From an optimization exercise on the open Yosys and OpenROAD flow, aimed at small area; shortcuts taken in it are not production practice. Only simulation tests tie the RTL to the original design; equivalence was not proved. The flow treats the clock pin as an ideal source, which a real chip does not have.

== north ==
==> module tm1638, before the edit <==
module tm1638 (clk, en1, reset, stb, dio, sclk, data_check, light_chuc1, light_dv1, light_chuc2, light_dv2, light1, light2);
input clk, en1, reset;
output reg stb, dio, sclk;
output reg [7:0] data_check;
input [3:0] light_chuc1, light_dv1, light_chuc2, light_dv2;
input [1:0] light1, light2;
localparam [127:0] SSEG = {48'h0, 8'h6f, 8'h7f, 8'h07, 8'h7d, 8'h6d, 8'h66, 8'h4f, 8'h5b, 8'h06, 8'h3f};
localparam [31:0] TLIGHT = {8'h08, 8'h40, 8'h01, 8'h00};
reg [2:0] ng;       
reg [1:0] nslot;    
wire [2:0] g = ~ng;
wire [1:0] slot = ~nslot;
reg [3:0] i;
reg [19:0] hold;    
reg [3:0] cur;      
wire cmdg = g[2] & g[1];
wire byte_slot = (slot == 2'd1) | (slot == 2'd2 & ~cmdg);
always @(posedge clk or posedge reset)
	if (reset) begin
		ng <= 3'd0;
		nslot <= 2'd0;
	end else if (en1 & (~byte_slot | (i == 4'd15))) begin
		if (slot == 2'd3 | (slot == 2'd2 & g == 3'd6)) begin
			nslot <= 2'd3;
			case (g)
				3'd5: ng <= 3'd0;
				3'd6: ng <= 3'd7;
				3'd7: ng <= 3'd1;
				default: ng <= ~(g + 3'd1);
			endcase
		end else
			nslot <= ~(slot + 2'd1);
	end
always @(posedge clk)
	if (~byte_slot)
		i <= 4'd0;
	else if (en1)
		i <= i + 4'd1;
wire [5:0] pos = {g == 3'd5, g == 3'd4, g == 3'd3, g == 3'd2, g == 3'd1, g == 3'd0};
wire live = en1 & byte_slot;
wire win02 = g[2] & g[0];
wire win35 = g == 3'd7;
always @(posedge clk) if (win02 | live & pos[0]) hold[3:0] <= light_chuc1;
always @(posedge clk) if (win02 | live & pos[1]) hold[7:4] <= light_dv1;
always @(posedge clk) if (win02 | live & pos[2]) hold[9:8] <= light1;
always @(posedge clk) if (win35 | live & pos[3]) hold[13:10] <= light_chuc2;
always @(posedge clk) if (win35 | live & pos[4]) hold[17:14] <= light_dv2;
always @(posedge clk) if (win35 | live & pos[5]) hold[19:18] <= light2;
wire [3:0] hsel;
assign hsel[1:0] = g[2] ? (g[0] ? hold[19:18] : hold[15:14]) :
                   g[1] ? (g[0] ? hold[11:10] : hold[9:8]) :
                          (g[0] ? hold[5:4] : hold[1:0]);
assign hsel[3:2] = g[2] ? hold[17:16] : g[1] ? hold[13:12] :
                   g[0] ? hold[7:6] : hold[3:2];
always @(posedge clk)
	if (en1 & (slot == 2'd0))
		cur <= hsel;
wire light_pos = (g == 3'd2) | (g == 3'd5);
wire [7:0] live_b;
genvar k;
generate for (k = 0; k < 8; k = k + 1) begin : dc
	assign live_b[k] = light_pos ? TLIGHT[{hsel[1:0], k[2:0]}] : SSEG[{hsel, k[2:0]}];
end endgenerate
wire hold_bit = light_pos ? TLIGHT[{cur[1:0], i[3:1]}] : SSEG[{cur, i[3:1]}];
reg [7:0] cbyte;
always @(*) begin
	if (cmdg)
		cbyte = g[0] ? 8'h8f : 8'h44;
	else
		cbyte = {4'hc, g, 1'b0};
	sclk = byte_slot ? i[0] : 1'b1;
	data_check = ~byte_slot ? 8'h00 : (slot == 2'd1) ? cbyte : live_b;
	dio = ~byte_slot ? (g == 3'd7 && slot == 2'd2) : (slot == 2'd1) ? cbyte[i[3:1]] : hold_bit;
	stb = (slot == 2'd3) | (slot == 2'd2 & cmdg);
end
endmodule
Settings: LEC_CHECK=0, CAP_MARGIN=20, CORE_MARGIN=2, CORE_UTILIZATION=40, GPL_TIMING_DRIVEN=0, PLACE_DENSITY=0.95, SLEW_MARGIN=20; clock period 5.0 ns.
standard.sh (not shown) runs the stock make flow with config.mk's settings and CLKGATE_MAP_FILE= SYNTH_SCRIPT=/design/flow/synth_recipe.tcl, a recipe that flattens the netlist after the stock synthesis.
==> flow/flow/run.sh <==
#!/bin/bash
# Layout flow:
#  1. the standard synthesis, then a second synthesis (flow/synth.tcl) that
#     differs only in its combinational mapping. Its registers are renamed to
#     the standard synthesis's names (flow/regs.py, matched by the net each
#     drives), and it is kept only if it then has exactly the same registers
#     (names and cell types); otherwise the standard netlist is used.
#  2. the standard placement, with the smallest buffer (buf_1) on the ports.
#  3. clock tree (flow/clock.tcl): one to four clock buffers fed by the clock
#     port, each driving a group of nearby registers; the smallest choice
#     whose estimated clock-pin slew is under 112 ps is kept.
#  4. the standard routing and finishing.
# Each step's output goes to its own log file in this folder.
set -euo pipefail
RES=orfs/results/$FLOW_PLATFORM/mainblock/base
PORTBUF='BUFFER_PORTS_ARGS=-buffer_cell sky130_fd_sc_hd__buf_1'
bash standard.sh synth > synth_standard.log 2>&1
mkdir -p keep
cp $RES/1_2_yosys.v $RES/1_2_yosys.sdc $RES/1_synth.odb $RES/1_synth.sdc keep/
python3 flow/regs.py list keep/1_2_yosys.v > regs_standard.txt
rm -f $RES/1_2_yosys.v $RES/1_2_yosys.sdc $RES/1_synth.odb $RES/1_synth.sdc
if bash standard.sh SYNTH_SCRIPT=$PWD/flow/synth.tcl synth > synth_own.log 2>&1 \
   && python3 flow/regs.py rename keep/1_2_yosys.v $RES/1_2_yosys.v own_renamed.v \
   && cp own_renamed.v $RES/1_2_yosys.v && rm -f $RES/1_synth.odb $RES/1_synth.sdc \
   && bash standard.sh synth > synth_own_odb.log 2>&1 \
   && python3 flow/regs.py list $RES/1_2_yosys.v > regs_own.txt \
   && cmp -s regs_standard.txt regs_own.txt; then
  echo "own synthesis kept" > synth_choice.log
else
  echo "own synthesis dropped, standard synthesis used" > synth_choice.log
  cp keep/* $RES/
fi
bash standard.sh "$PORTBUF" place > place.log 2>&1
export RES
export LIB=$FLOW_HOME/platforms/sky130hd/lib/sky130_fd_sc_hd__tt_025C_1v80.lib
export SETRC=$FLOW_HOME/platforms/sky130hd/setRC.tcl
export CLKPORT=clk_50M
ok=0
for cfg in "3 clkbuf_4" "1 clkbuf_16" "2 clkbuf_8" "4 clkbuf_4" "3 clkbuf_8" "4 clkbuf_8" "4 clkbuf_16"; do
  set -- $cfg
  CLK_GROUPS=$1 CLKBUF=sky130_fd_sc_hd__$2 openroad -no_init -exit flow/clock.tcl > clock_$1_$2.log 2>&1
  s=$(sed -n 's/^max clk slew //p' clock_$1_$2.log)
  if awk -v s="$s" 'BEGIN{exit !(s < 0.112)}'; then ok=1; break; fi
done
[[ $ok == 1 ]]
bash standard.sh "$PORTBUF" finish > finish.log 2>&1
Other scripts of this flow, unchanged in this note and not shown: flow/flow/abc.script, flow/flow/clock.tcl, flow/flow/regs.py, flow/flow/synth.tcl
north finished end to end and its layout was clean on timing, DRC and antenna.
Edits applied to the flow inputs when going from north to south:
--- a/flow/design.v
+++ b/flow/design.v
@@ -51,15 +51,15 @@
 	else if (en1)
 		i <= i + 4'd1;
 wire [5:0] pos = {g == 3'd5, g == 3'd4, g == 3'd3, g == 3'd2, g == 3'd1, g == 3'd0};
-wire live = en1 & byte_slot;
-wire win02 = g[2] & g[0];
-wire win35 = g == 3'd7;
-always @(posedge clk) if (win02 | live & pos[0]) hold[3:0] <= light_chuc1;
-always @(posedge clk) if (win02 | live & pos[1]) hold[7:4] <= light_dv1;
-always @(posedge clk) if (win02 | live & pos[2]) hold[9:8] <= light1;
-always @(posedge clk) if (win35 | live & pos[3]) hold[13:10] <= light_chuc2;
-always @(posedge clk) if (win35 | live & pos[4]) hold[17:14] <= light_dv2;
-always @(posedge clk) if (win35 | live & pos[5]) hold[19:18] <= light2;
+wire live = en1;
+wire win04 = g[2] & g[0];
+wire win5 = g == 3'd7;
+always @(posedge clk) if (win04 | live & pos[0]) hold[3:0] <= light_chuc1;
+always @(posedge clk) if (win04 | live & pos[1]) hold[7:4] <= light_dv1;
+always @(posedge clk) if (win04 | live & pos[2]) hold[9:8] <= light1;
+always @(posedge clk) if (win04 | live & pos[3]) hold[13:10] <= light_chuc2;
+always @(posedge clk) if (win04 | live & pos[4]) hold[17:14] <= light_dv2;
+always @(posedge clk) if (win5 | live & pos[5]) hold[19:18] <= light2;
 wire [3:0] hsel;
 assign hsel[1:0] = g[2] ? (g[0] ? hold[19:18] : hold[15:14]) :
                    g[1] ? (g[0] ? hold[11:10] : hold[9:8]) :
@@ -67,7 +67,7 @@
 assign hsel[3:2] = g[2] ? hold[17:16] : g[1] ? hold[13:12] :
                    g[0] ? hold[7:6] : hold[3:2];
 always @(posedge clk)
-	if (en1 & (slot == 2'd0))
+	if (slot == 2'd0)
 		cur <= hsel;
 wire light_pos = (g == 3'd2) | (g == 3'd5);
 wire [7:0] live_b;
Notes after the runs:
Data arrival time of the critical path for south: 0.06 ns up relative to north
On die height, north tracks south almost exactly.
Re met3 usage: no difference whatsoever between south and north.
Post-detailed-route via-to-cell ratio ends up higher on south.
In the flow results for north and south, the filler cell count in the final layout is larger on north.
south vs. north: final worst slack -0.062 ns, die boundary width ~0 delta, cell count after synthesis fell by about 3%.

==> re-timing with driven ports <==
How much do the figures lean on ideal ports? The routed layouts below were timed once more, with nothing changed but the port constraints.
Step 1, drivers: a clkbuf_16 drives clk_50M and a buf_2 each remaining input, both assumed.
Step 2, shift: input delay + t, output delay - t, t = (earliest + latest rising clock arrival at the registers) / 2. This alone moves slack from input paths to output paths.
Slacks: ideal / step 1 / step 2; pairs: ideal / step 1.
| run | shift t [ns] | setup WS [ns] | hold WS [ns] | worst data-port slew with drivers (ns) | cell pins on the clock port's net |
|---|---|---|---|---|---|
| north | 0.202 | 0.460 / 0.414 / 0.616 | 0.390 / 0.390 / 0.390 | 0.03 | 4 |
| south | 0.198 | 0.398 / 0.360 / 0.558 | 0.389 / 0.389 / 0.389 | 0.03 | 2 |
After both steps setup and hold are still met in every run listed.
